From an optimization exercise on the open Yosys and OpenROAD flow, aimed at small area; shortcuts taken in it are not production practice.
The RTL was checked by simulation tests, not by an equivalence proof against the original design.

==> build 51 <==
## top
module top(input        clk,
           input        rst,
           input        btn1,
           input        vive_sensor,
           output [2:0] led,
           output       transmission,
           output       clock,
           output       data);
==> module top, before the edit <==
module top(input        clk,
           input        rst,
           input        btn1,
           input        vive_sensor,
           output [2:0] led,
           output       transmission,
           output       clock,
           output       data);
   reg [3:0]  c10;
   reg        tick;
   reg        clk_out;
   reg [3:0]  c100;
   reg [13:0] cs;
   reg        blink;
   wire c10_end = c10 == 4'd9;
   wire us_tick = tick & (c100 == 4'd9);
   wire s_tick  = us_tick & (cs == 14'd9999);
   always @(posedge clk) begin
      if (rst) begin
         c10 <= 0; tick <= 0; clk_out <= 0; c100 <= 0; cs <= 0; blink <= 0;
      end else begin
         c10  <= c10_end ? 4'd0 : c10 + 4'd1;
         tick <= c10_end;
         if (tick) begin
            clk_out <= ~clk_out;
            c100    <= (c100 == 4'd9) ? 4'd0 : c100 + 4'd1;
         end
         if (us_tick) cs <= (cs == 14'd9999) ? 14'd0 : cs + 14'd1;
         if (s_tick) blink <= ~blink;
      end
   end
   reg prev_sensor, edge_r;
   always @(posedge clk) begin
      prev_sensor <= vive_sensor;
      edge_r      <= !rst && (vive_sensor ^ prev_sensor);
   end
   reg [14:0] cnt;
   reg [3:0]  cls;
   function [3:0] classify(input [14:0] d);
      if      (d < 40)             classify = 4'd9;
      else if (d > 60  && d < 72)  classify = 4'd1;
      else if (d > 71  && d < 82)  classify = 4'd2;
      else if (d > 81  && d < 92)  classify = 4'd3;
      else if (d > 91  && d < 102) classify = 4'd4;
      else if (d > 101 && d < 114) classify = 4'd5;
      else if (d > 113 && d < 124) classify = 4'd6;
      else if (d > 123 && d < 135) classify = 4'd7;
      else if (d > 134 && d < 148) classify = 4'd8;
      else                         classify = 4'd0;
   endfunction
   always @(posedge clk) begin
      if (rst) begin
         cnt <= 0; cls <= 4'd9;
      end else if (edge_r) begin
         cls <= classify(cnt);
         cnt <= 0;
      end else if (us_tick) begin
         cnt <= cnt + 15'd1;
      end
   end
   reg [7:0]  index;
   reg [63:0] pbuf;
   reg [63:0] frame;
   reg        frame_zero;
   wire       complete = index == 8'd15;
   always @(posedge clk) begin
      if (rst) begin
         index <= 0; pbuf[63:60] <= 0; frame_zero <= 1;
      end else if (edge_r) begin
         if (index[7:4] == 0) pbuf[index[3:0]*4 +: 4] <= cls;
         index <= index + 8'd1;
      end else if (complete) begin
         frame <= pbuf; frame_zero <= 0; index <= 0;
      end
   end
   reg        state;      
   reg        nb;         
   reg [2:0]  p;          
   reg        sending;
   reg [2:0]  sidx;
   reg [63:0] txbuf;
   reg        tx_zero;
   reg        hold;
   wire dbit = state && p == 3'd7 ? hold : (txbuf[{p, sidx}] & !tx_zero);
   always @(posedge clk) begin
      if (rst) begin
         state <= 0; nb <= 0; p <= 3'd7; sending <= 0; sidx <= 0; tx_zero <= 1;
      end else begin
         nb <= state & tick & !sending;
         if (!state && !sending && complete) begin
            state   <= 1;
            txbuf   <= frame;
            tx_zero <= frame_zero;
            hold    <= dbit;
         end
         if (nb) begin
            p       <= p + 3'd1;
            sending <= 1;
            if (p == 3'd6) state <= 0;
         end else if (tick && sending) begin
            sidx    <= sidx + 3'd1;
            sending <= sidx != 3'd7;
         end
      end
   end
   assign data         = dbit;
   assign transmission = sending;
   assign clock        = clk_out;
   assign led[0]       = state | sending;
   assign led[1]       = blink;
   assign led[2]       = rst;
endmodule
Settings: LEC_CHECK=0, CAP_MARGIN=20, CORE_MARGIN=2, CORE_UTILIZATION=40, PLACE_DENSITY=0.6, SLEW_MARGIN=20; clock period 10.0 ns.
run.sh (not shown) runs the stock make flow with config.mk's settings and CLKGATE_MAP_FILE= SYNTH_SCRIPT=/design/flow/synth_recipe.tcl, a recipe that flattens the netlist after the stock synthesis.
==> build 55: changes against build 51 <==
--- a/flow/design.v
+++ b/flow/design.v
@@ -7,25 +7,21 @@
            output       clock,
            output       data);
    reg [3:0]  c10;
-   reg        tick;
-   reg        clk_out;
    reg [3:0]  c100;
    reg [13:0] cs;
    reg        blink;
-   wire c10_end = c10 == 4'd9;
+   localparam [13:0] CS_SEED = 14'd15416, CS_LAST = 14'd256;
+   wire tick    = &c10;
    wire us_tick = tick & (c100 == 4'd9);
-   wire s_tick  = us_tick & (cs == 14'd9999);
+   wire cs_last = cs == CS_LAST;
+   wire s_tick  = us_tick & cs_last;
    always @(posedge clk) begin
       if (rst) begin
-         c10 <= 0; tick <= 0; clk_out <= 0; c100 <= 0; cs <= 0; blink <= 0;
+         c10 <= 4'd5; c100 <= 0; cs <= CS_SEED; blink <= 0;
       end else begin
-         c10  <= c10_end ? 4'd0 : c10 + 4'd1;
-         tick <= c10_end;
-         if (tick) begin
-            clk_out <= ~clk_out;
-            c100    <= (c100 == 4'd9) ? 4'd0 : c100 + 4'd1;
-         end
-         if (us_tick) cs <= (cs == 14'd9999) ? 14'd0 : cs + 14'd1;
+         c10 <= tick ? 4'd6 : c10 + 4'd1;
+         if (tick) c100 <= (c100 == 4'd9) ? 4'd0 : c100 + 4'd1;
+         if (us_tick) cs <= cs_last ? CS_SEED : {cs[12:0], cs[13] ^ cs[12]};
          if (s_tick) blink <= ~blink;
       end
    end
@@ -58,30 +54,53 @@
          cnt <= cnt + 15'd1;
       end
    end
+   function [6:0] pack(input [3:0] a, input [3:0] b);
+      pack = {b[2], (b[3] & !a[3]) ? a[2] : b[1], b[0],
+              !a[3] & (b[3] | a[2]), a[3] ? b[3] : a[1], a[0]};
+      pack[6] = a[3] | b[3];
+   endfunction
+   function [7:0] unpack(input [6:0] c);
+      reg bsmall;
+      begin
+         bsmall = !c[6] | (!c[2] & !c[1]);
+         unpack = {c[6] & (c[2] | c[1]), c[5] & bsmall, c[4] & bsmall, c[3],
+                   c[6] & !c[2], c[2] & (!c[6] | c[4]), c[1] & (!c[6] | c[2]), c[0]};
+      end
+   endfunction
    reg [7:0]  index;
-   reg [63:0] pbuf;
-   reg [63:0] frame;
+   reg [3:0]  even_slot;
+   reg [48:0] pairs;      
+   reg [3:0]  slot15;
+   reg [55:0] frame;      
    reg        frame_zero;
    wire       complete = index == 8'd15;
    always @(posedge clk) begin
       if (rst) begin
-         index <= 0; pbuf[63:60] <= 0; frame_zero <= 1;
+         index <= 0; frame_zero <= 1;
       end else if (edge_r) begin
-         if (index[7:4] == 0) pbuf[index[3:0]*4 +: 4] <= cls;
          index <= index + 8'd1;
       end else if (complete) begin
-         frame <= pbuf; frame_zero <= 0; index <= 0;
+         frame <= {pack(even_slot, slot15), pairs}; frame_zero <= 0; index <= 0;
       end
    end
+   always @(posedge clk)
+     if (edge_r) even_slot <= cls;
+   always @(posedge clk)
+     if (rst) slot15 <= 0;
+     else if (edge_r && index == 8'd15) slot15 <= cls;
+   always @(posedge clk)
+     if (edge_r && index[7:4] == 0 && index[0] && index[3:1] != 3'd7)
+       pairs <= {pack(even_slot, cls), pairs[48:7]};
    reg        state;      
    reg        nb;         
    reg [2:0]  p;          
    reg        sending;
    reg [2:0]  sidx;
-   reg [63:0] txbuf;
+   reg [55:0] txbuf;
    reg        tx_zero;
    reg        hold;
-   wire dbit = state && p == 3'd7 ? hold : (txbuf[{p, sidx}] & !tx_zero);
+   wire [7:0] cur_byte = unpack(txbuf[p*7 +: 7]);
+   wire dbit = state && p == 3'd7 ? hold : (cur_byte[sidx] & !tx_zero);
    always @(posedge clk) begin
       if (rst) begin
          state <= 0; nb <= 0; p <= 3'd7; sending <= 0; sidx <= 0; tx_zero <= 1;
@@ -105,7 +124,7 @@
    end
    assign data         = dbit;
    assign transmission = sending;
-   assign clock        = clk_out;
+   assign clock        = c100[0];
    assign led[0]       = state | sending;
    assign led[1]       = blink;
    assign led[2]       = rst;
==> flow/flow/run.sh (new file) <==
#!/bin/bash
set -e
cp standard.sh standard_copy.sh.txt
export CTS_ARGS="-sink_clustering_enable -repair_clock_nets -sink_clustering_size 12 -sink_clustering_max_diameter 50 -buf_list sky130_fd_sc_hd__clkbuf_4 -dont_use_dummy_load"
export BUFFER_PORTS_ARGS="-buffer_cell sky130_fd_sc_hd__buf_1"
bash standard.sh > standard.log 2>&1
==> flow/standard.sh (new file) <==
#!/bin/bash
# synth_recipe.tcl (not shown) runs the flow's synth.tcl, then flattens the netlist and writes it again
# the make line also repeats each setting of config.mk as NAME=value (left out here)
make -C /OpenROAD-flow-scripts/flow DESIGN_CONFIG=/design/flow/config.mk WORK_HOME=/design/flow/orfs CLKGATE_MAP_FILE= SYNTH_SCRIPT=/design/flow/synth_recipe.tcl "${@:-finish}"
Settings changed: CTS_BUF_LIST set to sky130_fd_sc_hd__clkbuf_4, CTS_CLUSTER_DIAMETER set to 50, CTS_CLUSTER_SIZE set to 12.
removed: flow/run.sh
==> trial 86: changes against build 51 <==
--- a/flow/design.v
+++ b/flow/design.v
@@ -7,25 +7,21 @@
            output       clock,
            output       data);
    reg [3:0]  c10;
-   reg        tick;
-   reg        clk_out;
    reg [3:0]  c100;
    reg [13:0] cs;
    reg        blink;
-   wire c10_end = c10 == 4'd9;
+   localparam [13:0] CS_SEED = 14'd15416, CS_LAST = 14'd256;
+   wire tick    = &c10;
    wire us_tick = tick & (c100 == 4'd9);
-   wire s_tick  = us_tick & (cs == 14'd9999);
+   wire cs_last = cs == CS_LAST;
+   wire s_tick  = us_tick & cs_last;
    always @(posedge clk) begin
       if (rst) begin
-         c10 <= 0; tick <= 0; clk_out <= 0; c100 <= 0; cs <= 0; blink <= 0;
+         c10 <= 4'd5; c100 <= 0; cs <= CS_SEED; blink <= 0;
       end else begin
-         c10  <= c10_end ? 4'd0 : c10 + 4'd1;
-         tick <= c10_end;
-         if (tick) begin
-            clk_out <= ~clk_out;
-            c100    <= (c100 == 4'd9) ? 4'd0 : c100 + 4'd1;
-         end
-         if (us_tick) cs <= (cs == 14'd9999) ? 14'd0 : cs + 14'd1;
+         c10 <= tick ? 4'd6 : c10 + 4'd1;
+         if (tick) c100 <= (c100 == 4'd9) ? 4'd0 : c100 + 4'd1;
+         if (us_tick) cs <= cs_last ? CS_SEED : {cs[12:0], cs[13] ^ cs[12]};
          if (s_tick) blink <= ~blink;
       end
    end
@@ -58,30 +54,53 @@
          cnt <= cnt + 15'd1;
       end
    end
+   function [6:0] pack(input [3:0] a, input [3:0] b);
+      pack = {b[2], (b[3] & !a[3]) ? a[2] : b[1], b[0],
+              !a[3] & (b[3] | a[2]), a[3] ? b[3] : a[1], a[0]};
+      pack[6] = a[3] | b[3];
+   endfunction
+   function [7:0] unpack(input [6:0] c);
+      reg bsmall;
+      begin
+         bsmall = !c[6] | (!c[2] & !c[1]);
+         unpack = {c[6] & (c[2] | c[1]), c[5] & bsmall, c[4] & bsmall, c[3],
+                   c[6] & !c[2], c[2] & (!c[6] | c[4]), c[1] & (!c[6] | c[2]), c[0]};
+      end
+   endfunction
    reg [7:0]  index;
-   reg [63:0] pbuf;
-   reg [63:0] frame;
+   reg [3:0]  even_slot;
+   reg [48:0] pairs;      
+   reg [3:0]  slot15;
+   reg [55:0] frame;      
    reg        frame_zero;
    wire       complete = index == 8'd15;
    always @(posedge clk) begin
       if (rst) begin
-         index <= 0; pbuf[63:60] <= 0; frame_zero <= 1;
+         index <= 0; frame_zero <= 1;
       end else if (edge_r) begin
-         if (index[7:4] == 0) pbuf[index[3:0]*4 +: 4] <= cls;
          index <= index + 8'd1;
       end else if (complete) begin
-         frame <= pbuf; frame_zero <= 0; index <= 0;
+         frame <= {pack(even_slot, slot15), pairs}; frame_zero <= 0; index <= 0;
       end
    end
+   always @(posedge clk)
+     if (edge_r) even_slot <= cls;
+   always @(posedge clk)
+     if (rst) slot15 <= 0;
+     else if (edge_r && index == 8'd15) slot15 <= cls;
+   always @(posedge clk)
+     if (edge_r && index[7:4] == 0 && index[0] && index[3:1] != 3'd7)
+       pairs <= {pack(even_slot, cls), pairs[48:7]};
    reg        state;      
    reg        nb;         
    reg [2:0]  p;          
    reg        sending;
    reg [2:0]  sidx;
-   reg [63:0] txbuf;
+   reg [55:0] txbuf;
    reg        tx_zero;
    reg        hold;
-   wire dbit = state && p == 3'd7 ? hold : (txbuf[{p, sidx}] & !tx_zero);
+   wire [7:0] cur_byte = unpack(txbuf[p*7 +: 7]);
+   wire dbit = state && p == 3'd7 ? hold : (cur_byte[sidx] & !tx_zero);
    always @(posedge clk) begin
       if (rst) begin
          state <= 0; nb <= 0; p <= 3'd7; sending <= 0; sidx <= 0; tx_zero <= 1;
@@ -105,7 +124,7 @@
    end
    assign data         = dbit;
    assign transmission = sending;
-   assign clock        = clk_out;
+   assign clock        = c100[0];
    assign led[0]       = state | sending;
    assign led[1]       = blink;
    assign led[2]       = rst;
==> flow/flow/run.sh (new file) <==
#!/bin/bash
set -e
cp standard.sh standard_copy.sh.txt
export CTS_ARGS="-sink_clustering_enable -repair_clock_nets -sink_clustering_size 20 -sink_clustering_max_diameter 60 -buf_list sky130_fd_sc_hd__clkbuf_8 -dont_use_dummy_load"
export BUFFER_PORTS_ARGS="-buffer_cell sky130_fd_sc_hd__buf_1"
bash standard.sh > standard.log 2>&1
==> flow/standard.sh (new file) <==
#!/bin/bash
# synth_recipe.tcl (not shown) runs the flow's synth.tcl, then flattens the netlist and writes it again
# the make line also repeats each setting of config.mk as NAME=value (left out here)
make -C /OpenROAD-flow-scripts/flow DESIGN_CONFIG=/design/flow/config.mk WORK_HOME=/design/flow/orfs CLKGATE_MAP_FILE= SYNTH_SCRIPT=/design/flow/synth_recipe.tcl "${@:-finish}"
Settings changed: CTS_BUF_LIST set to sky130_fd_sc_hd__clkbuf_8, CTS_CLUSTER_DIAMETER set to 60, CTS_CLUSTER_SIZE set to 20.
removed: flow/run.sh
==> impl_metrics.json <==
{
  "nFlopsAndLatches": 258,
  "fin_skew_ns": 0.0122,
  "multi_input_gates": 439,
  "grt_pass1_wl_um": 29200,
  "mostFrequentLayoutCells": "edfxtp_1 (189), nor2_1 (71), dfxtp_1 (69)",
  "outcome": "finished clean",
  "num_rows": 59
}
the above is filed under build 51

==> impl_metrics.json <==
{
  "outcome": "finished clean",
  "fin_skew_ns": 0.0462,
  "grt_pass1_wl_um": 23800,
  "met2_length_um": 6820,
  "multi_input_gates": 342,
  "nFlopsAndLatches": 233,
  "num_rows": 54,
  "mostFrequentLayoutCells": "edfxtp_1 (166), dfxtp_1 (67), nor2_1 (60), nand2_1 (60), nand3_1 (26)"
}
the above is filed under build 55

==> impl_metrics.json <==
{
  "mostFrequentLayoutCells": "edfxtp_1 (166), dfxtp_1 (67), nor2_1 (60), nand2_1 (60), nand3_1 (26)",
  "multi_input_gates": 342,
  "grt_pass1_wl_um": 23400,
  "critical_path_arrival_ns": 2.98,
  "fin_skew_ns": 0.0680,
  "whs_endpoint": "txbuf[27]",
  "num_rows": 54,
  "async_flop_share_pct": 0,
  "outcome": "finished clean"
}
the above is filed under trial 86

static timing again, ports no longer ideal:
The flow's constraints put no driver on any port. The routed layouts listed below were extracted and timed again, unchanged, in two steps. Step 1, drivers: a clkbuf_16 drives clk and a buf_2 each remaining input, both assumed. Step 2 moves the port delays by t, midway between the first and last clock arrival at a register: inputs arrive t later, outputs are due t later. That takes back most of the time a late clock gives input paths. Three values: ideal ports, drivers, drivers and shift; two values: the first two.
run | t (ns) | setup slack, ns | worst setup path at the end | latest minus earliest clock arrival (ns)
build 51 | 0.564 | 4.835 / 4.789 / 4.975 | input to output | 0.013 / 0.013
build 55 | 0.661 | 4.891 / 4.856 / 5.518 | register to output | 0.055 / 0.055
trial 86 | 0.512 | 5.020 / 4.982 / 5.494 | register to output | 0.070 / 0.070
After both steps setup and hold are still met in every run listed.
